Background: an optimization exercise with open tools, aiming at small area, a short achievable clock period and few clock cycles per item. Do not read the settings as production practice. No run shown here included a check of the RTL's function; only the layout flow was run. No activity file was given, so power comes from the tool's default toggle rates.

## flow/design.v (module list and top-level ports; edited modules follow where they fit)
// module madd_pipeline: 1455 lines
module madd_pipeline #(parameter data_width = 16, parameter n_blocks = 256, parameter full_width = 2 * data_width + 8, parameter n_channels = 16)
	(
		input wire clk,
		input wire reset,
		input wire enable,
		input  wire in_valid,
		output wire in_ready,
		output wire out_valid,
		input  wire out_ready,
		input  wire [$clog2(n_blocks) - 1 : 0] block_in,
		output wire [$clog2(n_blocks) - 1 : 0] block_out,
		input wire [4:0] shift,
		input wire shift_disable,
		input wire signedness,
		input wire saturate_disable,
		input wire signed [data_width - 1 : 0] arg_a_in,
		input wire signed [data_width - 1 : 0] arg_b_in,
		input wire signed [data_width - 1 : 0] arg_c_in,
		output wire signed [full_width - 1 : 0] result_out,
		input  wire [ch_addr_w - 1 : 0] dest_in,
		output wire [ch_addr_w - 1 : 0] dest_out,
		input  wire [4 - 1 : 0] commit_id_in,
		output wire [4 - 1 : 0] commit_id_out,
		input wire commit_flag_in,
		output wire commit_flag_out
	);
  // ...
==> flow/flow/run.sh <==
#!/bin/bash
# Own layout flow: the standard flow (standard.sh) with a few extra ORFS
# make variables, read one per line from flow/extra.mk. By default the port
# buffers that buffer_ports inserts are plain buf_2 cells (buffer_ports
# otherwise picks clkdlybuf4s50_1, a slow 10 um2 delay cell).
# The full output of the flow goes to flow_standard.log in this folder; each
# ORFS step keeps its own log under orfs/logs/.
set -euo pipefail
cd "$(dirname "$0")/.."
EXTRA=()
PORTBUF="BUFFER_PORTS_ARGS=-buffer_cell sky130_fd_sc_hd__buf_2"
if [[ -f flow/extra.mk ]]; then
  while IFS= read -r line; do
    [[ -z "$line" || "$line" == \#* ]] && continue
    if [[ "$line" == BUFFER_PORTS_ARGS=* ]]; then PORTBUF="$line"; continue; fi
    EXTRA+=("$line")
  done < flow/extra.mk
fi
bash standard.sh "$PORTBUF" ${EXTRA[@]+"${EXTRA[@]}"} finish > flow_standard.log 2>&1
==> flow/standard.sh <==
#!/bin/bash
# synth_recipe.tcl (not shown) runs the flow's synth.tcl, then flattens the netlist and writes it again
# the make line also repeats each setting of config.mk as NAME=value (left out here)
make -C /OpenROAD-flow-scripts/flow DESIGN_CONFIG=/design/flow/config.mk WORK_HOME=/design/flow/orfs CLKGATE_MAP_FILE= SYNTH_SCRIPT=/design/flow/synth_recipe.tcl "${@:-finish}"
==> flow/config.mk <==
export PLATFORM = sky130hd
export DESIGN_NAME = madd_pipeline
export DESIGN_NICKNAME = madd_pipeline
export VERILOG_FILES = /design/flow/design.v
export SDC_FILE = /design/flow/constraint.sdc
export NUM_CORES = 4
export LEC_CHECK = 0
export ABC_AREA = 1
export CAP_MARGIN = 20
export CORE_MARGIN = 2
export CORE_UTILIZATION = 40
export SETUP_SLACK_MARGIN = 2.0
export SLEW_MARGIN = 20
==> flow/constraint.sdc <==
create_clock -name core_clock -period 7.5 [get_ports {clk}]
set_input_delay 1.5000 -clock core_clock [delete_from_list [all_inputs] [get_ports {clk}]]
set_output_delay 1.5000 -clock core_clock [all_outputs]
set_load 0.01 [all_outputs]
==> impl_summary.log, run 1 <==
[metrics] family with the most delay on the worst path: simple AND/OR/NAND/NOR gates
[metrics] met2 capacity usage during global routing: 0.389
[metrics] compound-cell area share of the yosys netlist: 0.145
[metrics] layout overhead on the synthesized area: 12.4%
[metrics] root buffer selected by CTS: clkbuf_16
[metrics] crit path max fanout: 6
[metrics] # fillers: 3849
[metrics] FP Rows: approximately 70
[metrics] part of the power in combinational logic: 0.753
[metrics] met3 wire length: between 2000 and 3000 um
[metrics] Crit. End Element: primary output
[metrics] CTS buffer count: 9
[metrics] Crit. Startpoint: lo_q[10]
[metrics] Synth area leaders: edfxtp_1, fa_1, nand2_1, xor2_1, inv_1
[metrics] reported clock group power: roughly 0.45 mW
[metrics] portion of netlist area occupied by mux cells: 0.00848
[metrics] most frequent standard cell in the layout excluding fill and tap cells: nand2_1
[metrics] non-clock inverter total of the final layout: approximately 360
[metrics] Least-Margin Pin Slew: roughly 1.2 ns
[metrics] Synth top area share: 0.196
[metrics] CP cell instances: inv_2 -> fa_2 -> inv_2 -> fa_2 -> nand3_2 -> nand3_4 -> nand2_2 -> nand2_4 -> nand3_4 -> nand2_2 -> nand2_2 -> nand3_2 -> nand3_4 -> nand3_4 -> nand3_4 -> nand3_4 -> o21ai_4 -> nor2_4 -> a21oi_4 -> clkinv_4 -> nand2_4 -> o21ai_0 -> buf_2
[metrics] final critical-path share of the clock period: 0.709
[metrics] Via Count: about 14000
[metrics] number of buffers inserted by hold repair at cts: 0
[metrics] status: complete, no violations
[metrics] net count reported at finish: roughly 2500
[metrics] global routing met3 resource utilization: 0.0267
[metrics] GRT Resource Usage Total: 0.236
==> run 2, diff against run 1 <==
--- a/flow/design.v
+++ b/flow/design.v
@@ -1218,17 +1218,16 @@
 	assign fh_p[20] = h0_q[30] ^ h1_q[30];
 	assign fh_g[20] = h0_q[30] & h1_q[30];
 	assign fh_p[21] = h0_q[31] ^ h1_q[31];
 	assign fh_g[21] = h0_q[31] & h1_q[31];
 	assign fh_p[22] = h0_q[32] ^ h1_q[32];
 	assign fh_g[22] = h0_q[32] & h1_q[32];
 	assign fh_p[23] = h0_q[33] ^ h1_q[33];
 	assign fh_g[23] = h0_q[33] & h1_q[33];
-	wire fh_g0c = fh_g[0] | (fh_p[0] & lo_q[10]);
 	wire fh_G1 = fh_g[23] | (fh_p[23] & fh_g[22]);
 	wire fh_P1 = fh_p[23] & fh_p[22];
 	wire fh_G2 = fh_g[22] | (fh_p[22] & fh_g[21]);
 	wire fh_P2 = fh_p[22] & fh_p[21];
 	wire fh_G3 = fh_g[21] | (fh_p[21] & fh_g[20]);
 	wire fh_P3 = fh_p[21] & fh_p[20];
 	wire fh_G4 = fh_g[20] | (fh_p[20] & fh_g[19]);
 	wire fh_P4 = fh_p[20] & fh_p[19];
@@ -1263,17 +1262,17 @@
 	wire fh_G19 = fh_g[5] | (fh_p[5] & fh_g[4]);
 	wire fh_P19 = fh_p[5] & fh_p[4];
 	wire fh_G20 = fh_g[4] | (fh_p[4] & fh_g[3]);
 	wire fh_P20 = fh_p[4] & fh_p[3];
 	wire fh_G21 = fh_g[3] | (fh_p[3] & fh_g[2]);
 	wire fh_P21 = fh_p[3] & fh_p[2];
 	wire fh_G22 = fh_g[2] | (fh_p[2] & fh_g[1]);
 	wire fh_P22 = fh_p[2] & fh_p[1];
-	wire fh_G23 = fh_g[1] | (fh_p[1] & fh_g0c);
+	wire fh_G23 = fh_g[1] | (fh_p[1] & fh_g[0]);
 	wire fh_P23 = fh_p[1] & fh_p[0];
 	wire fh_G24 = fh_G1 | (fh_P1 & fh_G3);
 	wire fh_P24 = fh_P1 & fh_P3;
 	wire fh_G25 = fh_G2 | (fh_P2 & fh_G4);
 	wire fh_P25 = fh_P2 & fh_P4;
 	wire fh_G26 = fh_G3 | (fh_P3 & fh_G5);
 	wire fh_P26 = fh_P3 & fh_P5;
 	wire fh_G27 = fh_G4 | (fh_P4 & fh_G6);
@@ -1307,17 +1306,17 @@
 	wire fh_G41 = fh_G18 | (fh_P18 & fh_G20);
 	wire fh_P41 = fh_P18 & fh_P20;
 	wire fh_G42 = fh_G19 | (fh_P19 & fh_G21);
 	wire fh_P42 = fh_P19 & fh_P21;
 	wire fh_G43 = fh_G20 | (fh_P20 & fh_G22);
 	wire fh_P43 = fh_P20 & fh_P22;
 	wire fh_G44 = fh_G21 | (fh_P21 & fh_G23);
 	wire fh_P44 = fh_P21 & fh_P23;
-	wire fh_G45 = fh_G22 | (fh_P22 & fh_g0c);
+	wire fh_G45 = fh_G22 | (fh_P22 & fh_g[0]);
 	wire fh_P45 = fh_P22 & fh_p[0];
 	wire fh_G46 = fh_G24 | (fh_P24 & fh_G28);
 	wire fh_P46 = fh_P24 & fh_P28;
 	wire fh_G47 = fh_G25 | (fh_P25 & fh_G29);
 	wire fh_P47 = fh_P25 & fh_P29;
 	wire fh_G48 = fh_G26 | (fh_P26 & fh_G30);
 	wire fh_P48 = fh_P26 & fh_P30;
 	wire fh_G49 = fh_G27 | (fh_P27 & fh_G31);
@@ -1347,17 +1346,17 @@
 	wire fh_G61 = fh_G39 | (fh_P39 & fh_G43);
 	wire fh_P61 = fh_P39 & fh_P43;
 	wire fh_G62 = fh_G40 | (fh_P40 & fh_G44);
 	wire fh_P62 = fh_P40 & fh_P44;
 	wire fh_G63 = fh_G41 | (fh_P41 & fh_G45);
 	wire fh_P63 = fh_P41 & fh_P45;
 	wire fh_G64 = fh_G42 | (fh_P42 & fh_G23);
 	wire fh_P64 = fh_P42 & fh_P23;
-	wire fh_G65 = fh_G43 | (fh_P43 & fh_g0c);
+	wire fh_G65 = fh_G43 | (fh_P43 & fh_g[0]);
 	wire fh_P65 = fh_P43 & fh_p[0];
 	wire fh_G66 = fh_G46 | (fh_P46 & fh_G54);
 	wire fh_P66 = fh_P46 & fh_P54;
 	wire fh_G67 = fh_G47 | (fh_P47 & fh_G55);
 	wire fh_P67 = fh_P47 & fh_P55;
 	wire fh_G68 = fh_G48 | (fh_P48 & fh_G56);
 	wire fh_P68 = fh_P48 & fh_P56;
 	wire fh_G69 = fh_G49 | (fh_P49 & fh_G57);
@@ -1379,59 +1378,59 @@
 	wire fh_G77 = fh_G57 | (fh_P57 & fh_G65);
 	wire fh_P77 = fh_P57 & fh_P65;
 	wire fh_G78 = fh_G58 | (fh_P58 & fh_G44);
 	wire fh_P78 = fh_P58 & fh_P44;
 	wire fh_G79 = fh_G59 | (fh_P59 & fh_G45);
 	wire fh_P79 = fh_P59 & fh_P45;
 	wire fh_G80 = fh_G60 | (fh_P60 & fh_G23);
 	wire fh_P80 = fh_P60 & fh_P23;
-	wire fh_G81 = fh_G61 | (fh_P61 & fh_g0c);
+	wire fh_G81 = fh_G61 | (fh_P61 & fh_g[0]);
 	wire fh_P81 = fh_P61 & fh_p[0];
 	wire fh_G82 = fh_G66 | (fh_P66 & fh_G62);
 	wire fh_P82 = fh_P66 & fh_P62;
 	wire fh_G83 = fh_G67 | (fh_P67 & fh_G63);
 	wire fh_P83 = fh_P67 & fh_P63;
 	wire fh_G84 = fh_G68 | (fh_P68 & fh_G64);
 	wire fh_P84 = fh_P68 & fh_P64;
 	wire fh_G85 = fh_G69 | (fh_P69 & fh_G65);
 	wire fh_P85 = fh_P69 & fh_P65;
 	wire fh_G86 = fh_G70 | (fh_P70 & fh_G44);
 	wire fh_P86 = fh_P70 & fh_P44;
 	wire fh_G87 = fh_G71 | (fh_P71 & fh_G45);
 	wire fh_P87 = fh_P71 & fh_P45;
 	wire fh_G88 = fh_G72 | (fh_P72 & fh_G23);
 	wire fh_P88 = fh_P72 & fh_P23;
-	wire fh_G89 = fh_G73 | (fh_P73 & fh_g0c);
+	wire fh_G89 = fh_G73 | (fh_P73 & fh_g[0]);
 	wire fh_P89 = fh_P73 & fh_p[0];
 	assign xh[0] = fh_p[0] ^ lo_q[10];
-	assign xh[1] = fh_p[1] ^ fh_g0c;
-	assign xh[2] = fh_p[2] ^ fh_G23;
-	assign xh[3] = fh_p[3] ^ fh_G45;
-	assign xh[4] = fh_p[4] ^ fh_G44;
-	assign xh[5] = fh_p[5] ^ fh_G65;
-	assign xh[6] = fh_p[6] ^ fh_G64;
-	assign xh[7] = fh_p[7] ^ fh_G63;
-	assign xh[8] = fh_p[8] ^ fh_G62;
-	assign xh[9] = fh_p[9] ^ fh_G81;
-	assign xh[10] = fh_p[10] ^ fh_G80;
-	assign xh[11] = fh_p[11] ^ fh_G79;
-	assign xh[12] = fh_p[12] ^ fh_G78;
-	assign xh[13] = fh_p[13] ^ fh_G77;
-	assign xh[14] = fh_p[14] ^ fh_G76;
-	assign xh[15] = fh_p[15] ^ fh_G75;
-	assign xh[16] = fh_p[16] ^ fh_G74;
-	assign xh[17] = fh_p[17] ^ fh_G89;
-	assign xh[18] = fh_p[18] ^ fh_G88;
-	assign xh[19] = fh_p[19] ^ fh_G87;
-	assign xh[20] = fh_p[20] ^ fh_G86;
-	assign xh[21] = fh_p[21] ^ fh_G85;
-	assign xh[22] = fh_p[22] ^ fh_G84;
-	assign xh[23] = fh_p[23] ^ fh_G83;
-	wire fh_cout = fh_G82;
+	assign xh[1] = fh_p[1] ^ (fh_g[0] | (fh_p[0] & lo_q[10]));
+	assign xh[2] = fh_p[2] ^ (fh_G23 | (fh_P23 & lo_q[10]));
+	assign xh[3] = fh_p[3] ^ (fh_G45 | (fh_P45 & lo_q[10]));
+	assign xh[4] = fh_p[4] ^ (fh_G44 | (fh_P44 & lo_q[10]));
+	assign xh[5] = fh_p[5] ^ (fh_G65 | (fh_P65 & lo_q[10]));
+	assign xh[6] = fh_p[6] ^ (fh_G64 | (fh_P64 & lo_q[10]));
+	assign xh[7] = fh_p[7] ^ (fh_G63 | (fh_P63 & lo_q[10]));
+	assign xh[8] = fh_p[8] ^ (fh_G62 | (fh_P62 & lo_q[10]));
+	assign xh[9] = fh_p[9] ^ (fh_G81 | (fh_P81 & lo_q[10]));
+	assign xh[10] = fh_p[10] ^ (fh_G80 | (fh_P80 & lo_q[10]));
+	assign xh[11] = fh_p[11] ^ (fh_G79 | (fh_P79 & lo_q[10]));
+	assign xh[12] = fh_p[12] ^ (fh_G78 | (fh_P78 & lo_q[10]));
+	assign xh[13] = fh_p[13] ^ (fh_G77 | (fh_P77 & lo_q[10]));
+	assign xh[14] = fh_p[14] ^ (fh_G76 | (fh_P76 & lo_q[10]));
+	assign xh[15] = fh_p[15] ^ (fh_G75 | (fh_P75 & lo_q[10]));
+	assign xh[16] = fh_p[16] ^ (fh_G74 | (fh_P74 & lo_q[10]));
+	assign xh[17] = fh_p[17] ^ (fh_G89 | (fh_P89 & lo_q[10]));
+	assign xh[18] = fh_p[18] ^ (fh_G88 | (fh_P88 & lo_q[10]));
+	assign xh[19] = fh_p[19] ^ (fh_G87 | (fh_P87 & lo_q[10]));
+	assign xh[20] = fh_p[20] ^ (fh_G86 | (fh_P86 & lo_q[10]));
+	assign xh[21] = fh_p[21] ^ (fh_G85 | (fh_P85 & lo_q[10]));
+	assign xh[22] = fh_p[22] ^ (fh_G84 | (fh_P84 & lo_q[10]));
+	assign xh[23] = fh_p[23] ^ (fh_G83 | (fh_P83 & lo_q[10]));
+	wire fh_cout = fh_G82 | (fh_P82 & lo_q[10]);
 	wire [33:0] x = {xh, lo_q[9:0]};
 	wire signed [33:0] y = $signed(x) >>> sh_q;
 	wire [17:0] xd = x[33:16] ^ x[32:15];
 	reg  [17:0] suf;
 	integer k;
 	always @(*) begin
 		suf[17] = xd[17];
 		for (k = 16; k >= 0; k = k - 1)
==> run 2 against run 1 <==
Against the previous run:
- flip-flop and latch count stayed put
- clock power rose by 4.7%
- worst hold slack better by 0.0017 ns
- sequential power hardly changed
- clock skew is 0.013 ns lower
- sequential share of layout area is 0.14 points lower
- maximum frequency shrank 0.27%
- largest cell class unchanged
- highest routed layer unchanged
==> impl_summary.log, run 2 <==
[metrics] number of nets with antenna violations after detailed routing: 0 (unchanged)
[metrics] simple logic cell fraction of the synthesized area: 0.206 (was 0.207)
[metrics] CTS tree: built (unchanged)
[metrics] overall power after layout: 6.06 mW (was 5.87 mW)
[metrics] CP required: 6.00 ns (about the same)
[metrics] worst skew pair latency: 0.37 ns (about the same)
[metrics] Syn Inst Count: 2123 (was 2094)
[metrics] Total Die Area: 0.0401 sq mm (was 0.0400 sq mm)
[metrics] Max Slew Vio Count: 0 (unchanged)
[metrics] number of detailed-routing iterations run before antenna repair: 7 (was 6)
[metrics] core region area: 0.0378 sq mm (about the same)
[metrics] CTS buffer count: 9 (unchanged)
[metrics] Iteration-0 DRC Markers: 972 (was 1113)
[metrics] most frequently used cell type in the post-synthesis netlist: nand2_1 (unchanged)
[metrics] total non-filler cell area in the finished layout: 0.0174 sq mm (was 0.0172 sq mm)
[metrics] r2r worst-path depth: 4 (unchanged)
[metrics] Port Buffer Count: 136 (unchanged)
[metrics] num ports: 137 (unchanged)
[metrics] minimum period implied by the final worst setup slack: 5.33 ns (was 5.32 ns)
[metrics] Least-Margin Pin Slew: 1.08 ns (was 1.15 ns)
[metrics] number of buffers between clock root and the deepest sink: 2 (unchanged)
[metrics] status: complete, no violations (unchanged)
[metrics] commonest non-fill, non-tap cells in the layout: nand2_1, inv_1, xor2_1 (unchanged)
[metrics] effective utilization at floorplan: 0.407 (about the same)
[metrics] worst vdd rail ir drop: 0.191 mV (was 0.176 mV)
[metrics] Arrival @ worst endpoint: 3.83 ns (was 3.82 ns)
[metrics] Synth top area share: 0.195 (was 0.196)
[metrics] Via Count: 14200 (was 14000)
[metrics] final setup vio count: 0 (unchanged)
[metrics] f_max: 188 MHz (about the same)
[metrics] vias per cell: 5.21 (was 5.22)
[metrics] post-synthesis sequential element count: 101 (unchanged)
[metrics] Max Cap Violations: 0 (unchanged)
[metrics] xor/xnor cell area share of the yosys netlist: 0.0998 (was 0.0946)
[metrics] Critical path buffers and inverters: 2 (was 4)
[metrics] classification of the worst setup path: reg -> out (unchanged)
[metrics] Crit. End Element: primary output (unchanged)
[metrics] Worst path most repeated cell: nand2_1 (was nand3_4)
[metrics] count of unique library cells instantiated by Yosys: 47 (was 48)
[metrics] first-pass GRT wire length: 73800 um (was 73100 um)
[metrics] portion of netlist area occupied by mux cells: 0.00650 (was 0.00848)
[metrics] H-Tree Depth: 3 (unchanged)
[metrics] register area share after synthesis: 0.196 (was 0.197)
[metrics] FP Rows: 71 (unchanged)
[metrics] worst hold path class: reg -> reg (unchanged)
[metrics] Synth area leaders: edfxtp_1, fa_1, nand2_1, xor2_1, inv_1 (unchanged)
[metrics] number of buffers inserted by hold repair at cts: 0 (unchanged)
[metrics] compound-cell area share of the yosys netlist: 0.144 (was 0.145)
[metrics] placer congestion estimate: 0.941 (was 0.984)
[metrics] sinks on the clock net: 101 (unchanged)
[metrics] leakage power: 8.38 nW (was 8.26 nW)
[metrics] worst setup slack for register-to-register paths: 5.40 ns (was 5.42 ns)
[metrics] Routed WL: 46800 um (was 47200 um)
[metrics] post-synth top area cell: edfxtp_1 (unchanged)
[metrics] Die Span Y: 200 um (about the same)
[metrics] Final Hold Violating Endpoints: 0 (unchanged)
[metrics] root buffer selected by CTS: clkbuf_16 (unchanged)
[metrics] slowest library cell on the worst path: edfxtp_1 (unchanged)
[metrics] post-detailed-route wirelength per cell: 17.1 um (was 17.5 um)
[metrics] skew final: 0.00661 ns (was 0.0196 ns)
[metrics] GRT Resource Usage Total: 0.229 (was 0.236)
[metrics] Detailed Place HPWL: 37500 um (was 38100 um)
[metrics] largest net degree at the start of global routing: 74 (was 65)
[metrics] net count reported at finish: 2487 (was 2452)
[metrics] number of standard cells in the final layout excluding fillers: 2728 (was 2693)
[metrics] cell area after synthesis: 0.0154 sq mm (about the same)
[metrics] crit path max fanout: 7 (was 6)
[metrics] syn_area_per_cell: 7.26 sq um (was 7.33 sq um)
[metrics] main combinational cell family by area after synthesis: adder cells (unchanged)
[metrics] Setup TNS Final: 0 ns (unchanged)
[metrics] adder-cell area share of the yosys netlist: 0.228 (was 0.230)
[metrics] Residual DRC: 0 (unchanged)
[metrics] power per cell area: 349 mW/mm^2 (was 340 mW/mm^2)
[metrics] most frequent standard cell in the layout excluding fill and tap cells: nand2_1 (unchanged)
[metrics] number of flops mapped to enable cells by yosys: 100 (unchanged)
[metrics] via count of the first global-routing pass: 13600 (was 13400)
[metrics] Worst setup SP type: register (unchanged)
[metrics] number of cells on the critical path: 21 (was 23)
[metrics] net count after synthesis: 2398 (was 2369)
[metrics] family with the most delay on the worst path: simple AND/OR/NAND/NOR gates (unchanged)
[metrics] CTS clk-pin slew, worst paths: 0.07 ns (about the same)
[metrics] number of placed instances with taps included: 2681 (was 2647)
[metrics] number of antenna diodes: 0 (unchanged)
[metrics] critical path's largest stage delay: 0.43 ns (was 0.42 ns)
[metrics] antenna violations before repair: 0 (unchanged)
[metrics] aggregate global routing overflow: 0 (unchanged)
[metrics] unrepaired setup endpoints after global routing: true (unchanged)
[metrics] worst slew margin relative to its limit: 0.281 (was 0.231)
[metrics] Hold Path Cell Cnt: 2 (unchanged)
[metrics] CP cell instances: ha_4 -> nand2_1 -> nand2_1 -> nand3_1 -> nand2_1 -> nand3_1 -> nand2_2 -> nand2_1 -> nand3_1 -> nand3_1 -> nand3_2 -> nand3_2 -> nand3_4 -> nand3_4 -> o21ai_4 -> nor2_4 -> a21oi_4 -> buf_12 -> nand3_2 -> nand2_1 -> buf_2 (was inv_2 -> fa_2 -> inv_2 -> fa_2 -> nand3_2 -> nand3_4 -> nand2_2 -> nand2_4 -> nand3_4 -> nand2_2 -> nand2_2 -> nand3_2 -> nand3_4 -> nand3_4 -> nand3_4 -> nand3_4 -> o21ai_4 -> nor2_4 -> a21oi_4 -> clkinv_4 -> nand2_4 -> o21ai_0 -> buf_2)
[metrics] fraction of final layout cells with drive strength greater than 1: 0.132 (was 0.134)
[metrics] final critical-path share of the clock period: 0.711 (was 0.709)
[metrics] largest registers ranked by flip-flop count: h0_q (24), h1_q (24), c_q (16) (unchanged)
[metrics] leading cell types by count after synthesis: nand2_1, inv_1, xor2_1, o21ai_0, fa_1 (was nand2_1, inv_1, o21ai_0, xor2_1, fa_1)
[metrics] layout overhead on the synthesized area: 12.8% (was 12.4%)
[metrics] Yosys Warn Count: 1 (unchanged)
[metrics] Die Width: 200 um (about the same)
[metrics] total cell area at the placement stage: 0.0164 sq mm (was 0.0163 sq mm)
[metrics] dominant synthesized flop cell: edfxtp_1 (unchanged)
[metrics] fraction of registers with async set/reset: 0 (unchanged)
run 2: worst register-to-register path, cell delays in order (launching register included):
cell and delay, ns:
dfxtp_1 0.32, nand2_1 0.09, nand3_1 0.13, inv_4 0.31, buf_4 0.79
run 2: stage by stage:
stage	setup WS (ns)	util	hold slack, ns
after global placement	1.60	0.434	0.453
after CTS	1.96	0.443	0.476
after detailed placement	1.45	0.434	0.465
after global routing	1.94	0.459	0.513
after floorplan	2.00	-	0.488
final	2.17	0.459	0.474
run 2: cells by family (layout without fill, tap and decap cells):
| family | count (synthesis) | after routing |
|---|---|---|
| and+or+nand+nor | 773 | 776 |
| adders and majority gates | 197 | 197 |
| AOI/OAI and AO/OA | 390 | 390 |
| xor gates and xnor gates | 173 | 173 |
| muxes | 10 | 10 |
| buffers and inverters | 479 | 570 |
| DFF | 101 | 101 |
run 2: final cells by class:
type | instances | area (sq um)
clock buffers | 9 | 225
clock inverters | 7 | 65.1
fillers | 3971 | 20500
inverters | 372 | 1410
multi-input cells | 1546 | 11000
flip-flops and latches | 101 | 3020
well taps | 511 | 639
repair buffers | 180 | 1030
repair inverters | 2 | 12.5
run 2: timing repair:
action / in CTS / in global routing
endpoints found under the setup margin: 44 / 57
endpoints found under the hold margin: 0 / 0
gates cloned: 1 / 5
resized for setup: 7 / 79
buffers inserted: 0 / 25
pin swaps: 0 / 11
run 2: report_power, final:
| part | internal [mW] | leakage (nW) | switching, mW |
|---|---|---|---|
| clock | 0.234 | 0.141 | 0.237 |
| sequential | 0.944 | 0.945 | 0.0853 |
| combinational | 1.72 | 7.29 | 2.84 |
| total | 2.90 | 8.38 | 3.16 |
run 2: final timing paths:
check / start / endpoint
max reg2reg: v_q / c_q[1]
min: v_q / v_q
min reg2reg: v_q / v_q
max: h0_q[10] / result_out[3]
run 2: metal layers:
layer / track usage / routed length (um) / vias to the layer above
met4: 0.0516 / 673 / 0
met3: 0.0265 / 2560 / 42
met5: 0 / 0 / -
li1: - / - / 7005
met2: 0.394 / 22600 / 387
met1: 0.309 / 20900 / 6769
==> run 3, diff against run 2 <==
--- a/flow/flow/run.sh
+++ b/flow/flow/run.sh
@@ -4,6 +4,9 @@
 # buffers that buffer_ports inserts are plain buf_2 cells (buffer_ports
 # otherwise picks clkdlybuf4s50_1, a slow 10 um2 delay cell).
-# The full output of the flow goes to flow_standard.log in this folder; each
-# ORFS step keeps its own log under orfs/logs/.
+# Between synthesis and floorplan, flow/fixinv.py re-chooses the polarity of
+# the full adders to drop the inverters that Yosys leaves between them; it
+# changes no register and no other cell.
+# Logs: flow_synth.log (synthesis), fixinv.log, flow_standard.log (the rest);
+# each ORFS step also keeps its own log under orfs/logs/.
 set -euo pipefail
 cd "$(dirname "$0")/.."
@@ -17,3 +20,8 @@
   done < flow/extra.mk
 fi
+RES="$PWD/orfs/results/${FLOW_PLATFORM:-sky130hd}/madd_pipeline/base"
+bash standard.sh "$PORTBUF" ${EXTRA[@]+"${EXTRA[@]}"} "$RES/1_2_yosys.v" > flow_synth.log 2>&1
+python3 flow/fixinv.py "$RES/1_2_yosys.v" "$RES/1_2_yosys.fixinv.v" > fixinv.log 2>&1
+cp "$RES/1_2_yosys.v" "$RES/1_2_yosys.orig.v"
+mv "$RES/1_2_yosys.fixinv.v" "$RES/1_2_yosys.v"
 bash standard.sh "$PORTBUF" ${EXTRA[@]+"${EXTRA[@]}"} finish > flow_standard.log 2>&1
==> flow/flow/fixinv.py (new file) <==
#!/usr/bin/env python3
"""Re-choose the polarity of the full adders in a flat sky130 gate netlist.

A full adder is self-dual: FA(~a, ~b, ~c) = (~sum, ~cout). Yosys' extract_fa
often leaves an inverter between two full adders; flipping a full adder (feeding
it the complements of its inputs, so that its outputs carry the complements of
their old values) can remove such inverters. This picks, greedily, the flips
that need the fewest inverters, then rebuilds the inverters: one per signal whose
loads need its complement. Only sky130_fd_sc_hd__inv_1 cells whose nets are not
ports and not named in assign statements are rebuilt; every other cell, and
every register, is left as it is.

usage: fixinv.py IN.v OUT.v
"""
import re
import sys

src = open(sys.argv[1]).read()
cell_re = re.compile(r'^(\s+)(sky130_fd_sc_hd__\w+)\s+(\S+)\s*\((.*?)\);\n', re.S | re.M)
pin_re = re.compile(r'\.(\w+)\(([^()]*)\)')
OUTS = {'X', 'Y', 'Q', 'Q_N', 'SUM', 'COUT', 'HI', 'LO'}
INV = 'sky130_fd_sc_hd__inv_1'
FA = 'sky130_fd_sc_hd__fa_1'

cells = []
for m in cell_re.finditer(src):
    pins = [(p, n.strip()) for p, n in pin_re.findall(m.group(4))]
    cells.append(dict(span=m.span(), ind=m.group(1), typ=m.group(2), name=m.group(3), pins=pins))

protected = set()
hdr = src[:cells[0]['span'][0]] if cells else src
ports = re.search(r'module\s+\w+\s*\((.*?)\);', src, re.S).group(1)
for decl in re.finditer(r'^\s*(input|output|inout)\s*(\[[^\]]*\])?\s*([^;]*);', src, re.M):
    for nm in decl.group(3).split(','):
        nm = nm.strip()
        if decl.group(2):
            hi, lo = [int(x) for x in decl.group(2)[1:-1].split(':')]
            for i in range(min(hi, lo), max(hi, lo) + 1):
                protected.add(f'{nm}[{i}]')
        protected.add(nm)
for a in re.finditer(r'^\s*assign\s+(.*?);', src, re.M | re.S):
    for tok in re.findall(r'\\\S+|[A-Za-z_][\w$]*(?:\s*\[\d+\])?', a.group(1)):
        protected.add(tok.replace(' ', ''))

driver = {}
for c in cells:
    for p, n in c['pins']:
        if p in OUTS:
            driver[n] = (c, p)

def is_free_inv(c):
    if c['typ'] != INV:
        return False
    d = dict(c['pins'])
    return d['A'] not in protected and d['Y'] not in protected

free_inv = [c for c in cells if is_free_inv(c)]
free_ids = set(id(c) for c in free_inv)

root_cache = {}
def root(n):
    """(root net, parity) of net n through free inverters."""
    if n in root_cache:
        return root_cache[n]
    d = driver.get(n)
    if d and id(d[0]) in free_ids:
        r, par = root(dict(d[0]['pins'])['A'])
        res = (r, par ^ 1)
    else:
        res = (n, 0)
    root_cache[n] = res
    return res

# loads: (cell, pin, root, parity) for every input pin of a kept cell
fas = [c for c in cells if c['typ'] == FA]
fa_idx = {id(c): i for i, c in enumerate(fas)}
loads = {}      # root -> list of [cell, pin, parity]
for c in cells:
    if id(c) in free_ids:
        continue
    for p, n in c['pins']:
        if p in OUTS:
            continue
        r, par = root(n)
        loads.setdefault(r, []).append((c, p, par))
# protected nets driven through free inverters are not possible (excluded above)

fa_out_root = {}  # root net -> fa index (its driver)
for i, c in enumerate(fas):
    for p, n in c['pins']:
        if p in ('SUM', 'COUT'):
            fa_out_root[n] = i

flip = [0] * len(fas)
frozen = set(i for i, c in enumerate(fas)
             if any(p in OUTS and n in protected for p, n in c['pins']))

def phase(r):
    i = fa_out_root.get(r)
    return flip[i] if i is not None else 0

def need_inv(r):
    ph = phase(r)
    for c, p, par in loads.get(r, []):
        q = par ^ (flip[fa_idx[id(c)]] if id(c) in fa_idx else 0)
        if q != ph:
            return 1
    return 0

def roots_of_fa(i):
    c = fas[i]
    rs = set()
    for p, n in c['pins']:
        if p in OUTS:
            rs.add(n)
        else:
            rs.add(root(n)[0])
    return rs

before = sum(need_inv(r) for r in loads)
improved = True
rounds = 0
while improved and rounds < 20:
    improved = False
    rounds += 1
    for i in range(len(fas)):
        if i in frozen:
            continue
        rs = roots_of_fa(i)
        old = sum(need_inv(r) for r in rs)
        flip[i] ^= 1
        new = sum(need_inv(r) for r in rs)
        if new < old:
            improved = True
        else:
            flip[i] ^= 1
after = sum(need_inv(r) for r in loads)

# rebuild
def esc(n):
    # escaped identifiers end at white space
    return n + ' ' if n.startswith('\\') else n

inv_net = {}
new_cells = []
new_wires = []
k = [0]
def inv_of(r):
    if r not in inv_net:
        k[0] += 1
        y = f'fixinv_{k[0]}_y'
        inv_net[r] = y
        new_wires.append(y)
        new_cells.append(f'  {INV} fixinv_{k[0]} (\n    .A({esc(r)}),\n    .Y({y})\n  );\n')
    return inv_net[r]

out = []
pos = 0
for c in cells:
    s, e = c['span']
    out.append(src[pos:s])
    pos = e
    if id(c) in free_ids:
        continue
    f = flip[fa_idx[id(c)]] if id(c) in fa_idx else 0
    pins = []
    for p, n in c['pins']:
        if p in OUTS:
            pins.append((p, n))
            continue
        r, par = root(n)
        q = par ^ f
        ph = phase(r)
        pins.append((p, r if q == ph else inv_of(r)))
    body = ',\n'.join(f'{c["ind"]}  .{p}({esc(n)})' for p, n in pins)
    out.append(f'{c["ind"]}{c["typ"]} {c["name"]} (\n{body}\n{c["ind"]});\n')
rest = src[pos:]
i = rest.rfind('endmodule')
out.append(rest[:i] + ''.join(new_cells) + rest[i:])
text = ''.join(out)
# declare the new wires after the module header
j = text.index(');', text.index('module')) + 2
text = text[:j] + '\n' + ''.join(f'  wire {w};\n' for w in new_wires) + text[j:]
open(sys.argv[2], 'w').write(text)
print(f'fixinv: {len(fas)} full adders, {sum(flip)} flipped; inverters rebuilt: '
      f'{len(free_inv)} -> {len(new_cells)} (cost {before} -> {after})', file=sys.stderr)
==> run 3 against run 2 <==
Against the previous run:
- worst hold slack improved by 0.039 ns
- non-clock buffer count rose by 5
- critical path depth fell by 4
- maximum frequency fell by 0.24%
- die area fell by 3.2%
- cell area fell by 3.0%
- setup slack got worse by 0.013 ns
- first-iteration DRC count rose by 7.5%
- combinational power barely moved
- via count fell by 2.8%
- sequential share of layout area rose by 0.54 points
==> impl_summary.log, run 3 <==
[metrics] largest net degree at the start of global routing: 75 (was 74)
[metrics] CTS clk-pin slew, worst paths: 0.07 ns (about the same)
[metrics] number of buffers between clock root and the deepest sink: 2 (unchanged)
[metrics] CP required: 7.59 ns (was 6.00 ns)
[metrics] CTS tree: built (unchanged)
[metrics] CTS buffer count: 9 (unchanged)
[metrics] part of the power in combinational logic: 0.754 (was 0.752)
[metrics] Yosys Warn Count: 1 (unchanged)
[metrics] antenna violations before repair: 0 (unchanged)
[metrics] cell area after synthesis: 0.0149 sq mm (was 0.0154 sq mm)
[metrics] worst skew pair latency: 0.37 ns (about the same)
[metrics] Least-Margin Pin Slew: 1.05 ns (was 1.08 ns)
[metrics] Worst path most repeated cell: fa_1 (was nand2_1)
[metrics] power spent charging and discharging nets: 3.07 mW (was 3.16 mW)
[metrics] final critical-path share of the clock period: 0.713 (was 0.711)
[metrics] classification of the worst setup path: in -> reg (was reg -> out)
[metrics] core region area: 0.0367 sq mm (was 0.0378 sq mm)
[metrics] placement-stage worst setup slack: 1.44 ns (was 1.45 ns)
[metrics] post-detailed-route wirelength per cell: 18.1 um (was 17.1 um)
[metrics] Detailed Place HPWL: 37200 um (was 37500 um)
[metrics] Final Hold Violating Endpoints: 0 (unchanged)
[metrics] Crit. End Element: register (was primary output)
[metrics] Iteration-0 DRC Markers: 1045 (was 972)
[metrics] status: complete, no violations (unchanged)
[metrics] critical path's largest stage delay: 0.53 ns (was 0.43 ns)
[metrics] commonest non-fill, non-tap cells in the layout: nand2_1, inv_1, xor2_1 (unchanged)
[metrics] reg2reg end: sg_q (was c_q[1])
[metrics] number of nets with antenna violations after detailed routing: 0 (unchanged)
[metrics] placer congestion estimate: 0.965 (was 0.941)
[metrics] GRT Resource Usage Total: 0.240 (was 0.229)
[metrics] layout overhead on the synthesized area: 13.1% (was 12.8%)
[metrics] f_max: 187 MHz (was 188 MHz)
[metrics] Hold Path Cell Cnt: 2 (unchanged)
[metrics] number of placed instances with taps included: 2500 (was 2681)
[metrics] fraction of final layout cells with drive strength greater than 1: 0.143 (was 0.132)
[metrics] minimum period implied by the final worst setup slack: 5.34 ns (was 5.33 ns)
[metrics] CP cell instances: buf_2 -> nor2_1 -> inv_1 -> nor2_1 -> buf_6 -> clkinvlp_4 -> buf_4 -> nand2_1 -> o21ai_0 -> nand2_1 -> o21ai_0 -> o21ai_0 -> o22ai_2 -> fa_1 -> fa_1 -> fa_1 -> fa_1 (was ha_4 -> nand2_1 -> nand2_1 -> nand3_1 -> nand2_1 -> nand3_1 -> nand2_2 -> nand2_1 -> nand3_1 -> nand3_1 -> nand3_2 -> nand3_2 -> nand3_4 -> nand3_4 -> o21ai_4 -> nor2_4 -> a21oi_4 -> buf_12 -> nand3_2 -> nand2_1 -> buf_2)
[metrics] Max Slew Vio Count: 0 (unchanged)
[metrics] Port Buffer Count: 136 (unchanged)
[metrics] Die Span Y: 197 um (was 200 um)
[metrics] H-Tree Depth: 3 (unchanged)
[metrics] reg-to-reg startpoint: v_q (unchanged)
[metrics] start point of the worst min-delay path: v_q (unchanged)
[metrics] Arrival @ worst endpoint: 5.43 ns (was 3.83 ns)
[metrics] worst vdd rail ir drop: 0.188 mV (was 0.191 mV)
[metrics] share of power burned in the clock network: 0.076 (was 0.078)
[metrics] most frequent standard cell in the layout excluding fill and tap cells: nand2_1 (unchanged)
[metrics] r2r worst-path depth: 4 (unchanged)
[metrics] effective utilization at floorplan: 0.406 (was 0.407)
[metrics] # fillers: 3717 (was 3971)
[metrics] Max Cap Violations: 0 (unchanged)
[metrics] largest registers ranked by flip-flop count: h0_q (24), h1_q (24), c_q (16) (unchanged)
[metrics] via count of the first global-routing pass: 13500 (was 13600)
[metrics] Worst setup SP type: primary input (was register)
[metrics] leakage power: 7.77 nW (was 8.38 nW)
[metrics] worst slew margin relative to its limit: 0.302 (was 0.281)
[metrics] Int Pwr: 2.95 mW (was 2.90 mW)
[metrics] net count after synthesis: 2265 (was 2398)
[metrics] first-pass GRT wire length: 73200 um (was 73800 um)
[metrics] skew final: 0.0169 ns (was 0.00661 ns)
[metrics] number of detailed-routing iterations run before antenna repair: 5 (was 7)
[metrics] slowest library cell on the worst path: fa_1 (was edfxtp_1)
[metrics] worst path setup slack after routing: 2.16 ns (was 2.17 ns)
[metrics] unrepaired setup endpoints after global routing: false (was true)
[metrics] FP Rows: 70 (was 71)
[metrics] sinks on the clock net: 101 (unchanged)
[metrics] Total Die Area: 0.0388 sq mm (was 0.0401 sq mm)
[metrics] worst setup slack for register-to-register paths: 5.37 ns (was 5.40 ns)
[metrics] aggregate global routing overflow: 0 (unchanged)
[metrics] root buffer selected by CTS: clkbuf_16 (unchanged)
[metrics] net count reported at finish: 2357 (was 2487)
[metrics] num ports: 137 (unchanged)
[metrics] Reg power frac: 0.169 (was 0.170)
[metrics] Syn Inst Count: 1990 (was 2123)
[metrics] number of antenna diodes: 0 (unchanged)
[metrics] Finished Core Util: 0.459 (about the same)
[metrics] number of standard cells in the final layout excluding fillers: 2555 (was 2728)
[metrics] Critical path buffers and inverters: 5 (was 2)
[metrics] Via Count: 13800 (was 14200)
[metrics] Die Width: 197 um (was 200 um)
[metrics] vias per cell: 5.41 (was 5.21)
[metrics] Switching Share: 0.509 (was 0.521)
[metrics] Residual DRC: 0 (unchanged)
[metrics] crit path max fanout: 10 (was 7)
[metrics] syn_area_per_cell: 7.49 sq um (was 7.26 sq um)
[metrics] hold worst-path end: v_q (unchanged)
[metrics] family with the most delay on the worst path: adder cells (was simple AND/OR/NAND/NOR gates)
[metrics] power per cell area: 357 mW/mm^2 (was 349 mW/mm^2)
[metrics] Setup TNS Final: 0 ns (unchanged)
[metrics] worst hold path class: reg -> reg (unchanged)
[metrics] Routed WL: 46300 um (was 46800 um)
[metrics] final setup vio count: 0 (unchanged)
## run 3: routing by layer
layer  vias to the layer above  routed length (um)  share of wire  track usage
met5                         -                   0              0            0
met4                         0                1230          0.027       0.0766
met3                        74                2490          0.054       0.0266
met2                       431               21800           0.47        0.398
met1                      6578               20800           0.45        0.329
li1                       6729                   -              -            -
## run 3: tightest hold or removal path, cell delays in order, from the launching register on
cell     delay, ns
dfxtp_1       0.33
nand2_1       0.08
a21oi_1       0.07
## run 3: worst max path at each step
| stage | slack [ns] | startpoint | cells past startpoint | endpoint |
|---|---|---|---|---|
| floorplan | 1.99 | arg_b_in[15] | 12 | h1_q[20] |
| global placement | 1.47 | arg_b_in[13] | 11 | h1_q[20] |
| detailed placement | 1.44 | arg_b_in[13] | 11 | h1_q[20] |
| CTS | 2.01 | arg_b_in[13] | 12 | h1_q[20] |
| global route | 1.98 | shift_disable | 17 | h1_q[19] |
| finish | 2.16 | shift_disable | 17 | h1_q[19] |
## run 3: cell type report
class / count / area (sq um) / area share
Tap cell: 468 / 586 / 0.0347
Clock buffer: 9 / 225 / 0.0134
Sequential cell: 101 / 3020 / 0.179
Timing Repair inverter: 1 / 7.51 / 0.000445
Timing Repair Buffer: 185 / 1060 / 0.0627
Clock inverter: 7 / 67.6 / 0.00401
Inverter: 239 / 922 / 0.0547
Multi-Input combinational cell: 1545 / 11000 / 0.651
## run 3: per-stage QoR
stage | cell area, sq um | hold WS, ns | total power, mW
after floorplan | 14900 | 0.488 | 4.03
after global placement | 15800 | 0.459 | 5.08
after detailed placement | 15800 | 0.510 | 5.17
after CTS | 16200 | 0.521 | 5.69
after global routing | 16900 | 0.542 | 6.73
final | 16900 | 0.513 | 6.02
## run 3: what timing repair did
item / CTS / global route
endpoints found under the hold margin: 0 / 0
pin swaps: 1 / 7
gates cloned: 1 / 2
setup buffers: 3 / 33
setup endpoints to repair: 55 / 62
hold buffers: 0 / 0
gates resized for setup: 13 / 80
## run 3: power groups by stage
stage / Combinational [mW] / Sequential (mW) / Clock, mW
2_1_floorplan: 3.04 / 0.995 / 0
3_3_place_gp: 4.06 / 1.02 / 0
3_5_place_dp: 4.15 / 1.02 / 0
4_1_cts: 4.22 / 1.01 / 0.469
5_1_grt: 5.20 / 1.03 / 0.493
6_report: 4.54 / 1.02 / 0.459

static timing again, ports no longer ideal:
In the flow no input, the clock included, has a driving cell. The finished layouts below were timed again as built, in two steps. Step 1 assumes that a clkbuf_16 drives the clock port and a buf_2 every other input. Step 2 adds t to the input delays and takes it off the output delays; t is the mean of the earliest and latest rising clock arrival at the registers after step 1. Input paths then give back, and output paths get back, about the clock's delay inside the block. Slacks: ideal / step 1 / step 2; pairs: ideal / step 1.
| run | t, ns | slack for setup (ns) | worst setup path at the end | worst slew at a driven data input, ns |
|---|---|---|---|---|
| run 1 | 0.404 | 2.182 / 2.134 / 1.794 | input to register | 0.04 |
| run 2 | 0.409 | 2.168 / 2.123 / 1.769 | input to register | 0.05 |
| run 3 | 0.400 | 2.155 / 2.182 / 1.781 | input to register | 0.05 |
After both steps setup and hold are still met in every run listed. For run 2, which loses most, drivers alone change the setup slack by -0.045 ns; drivers and shift together by -0.399 ns.
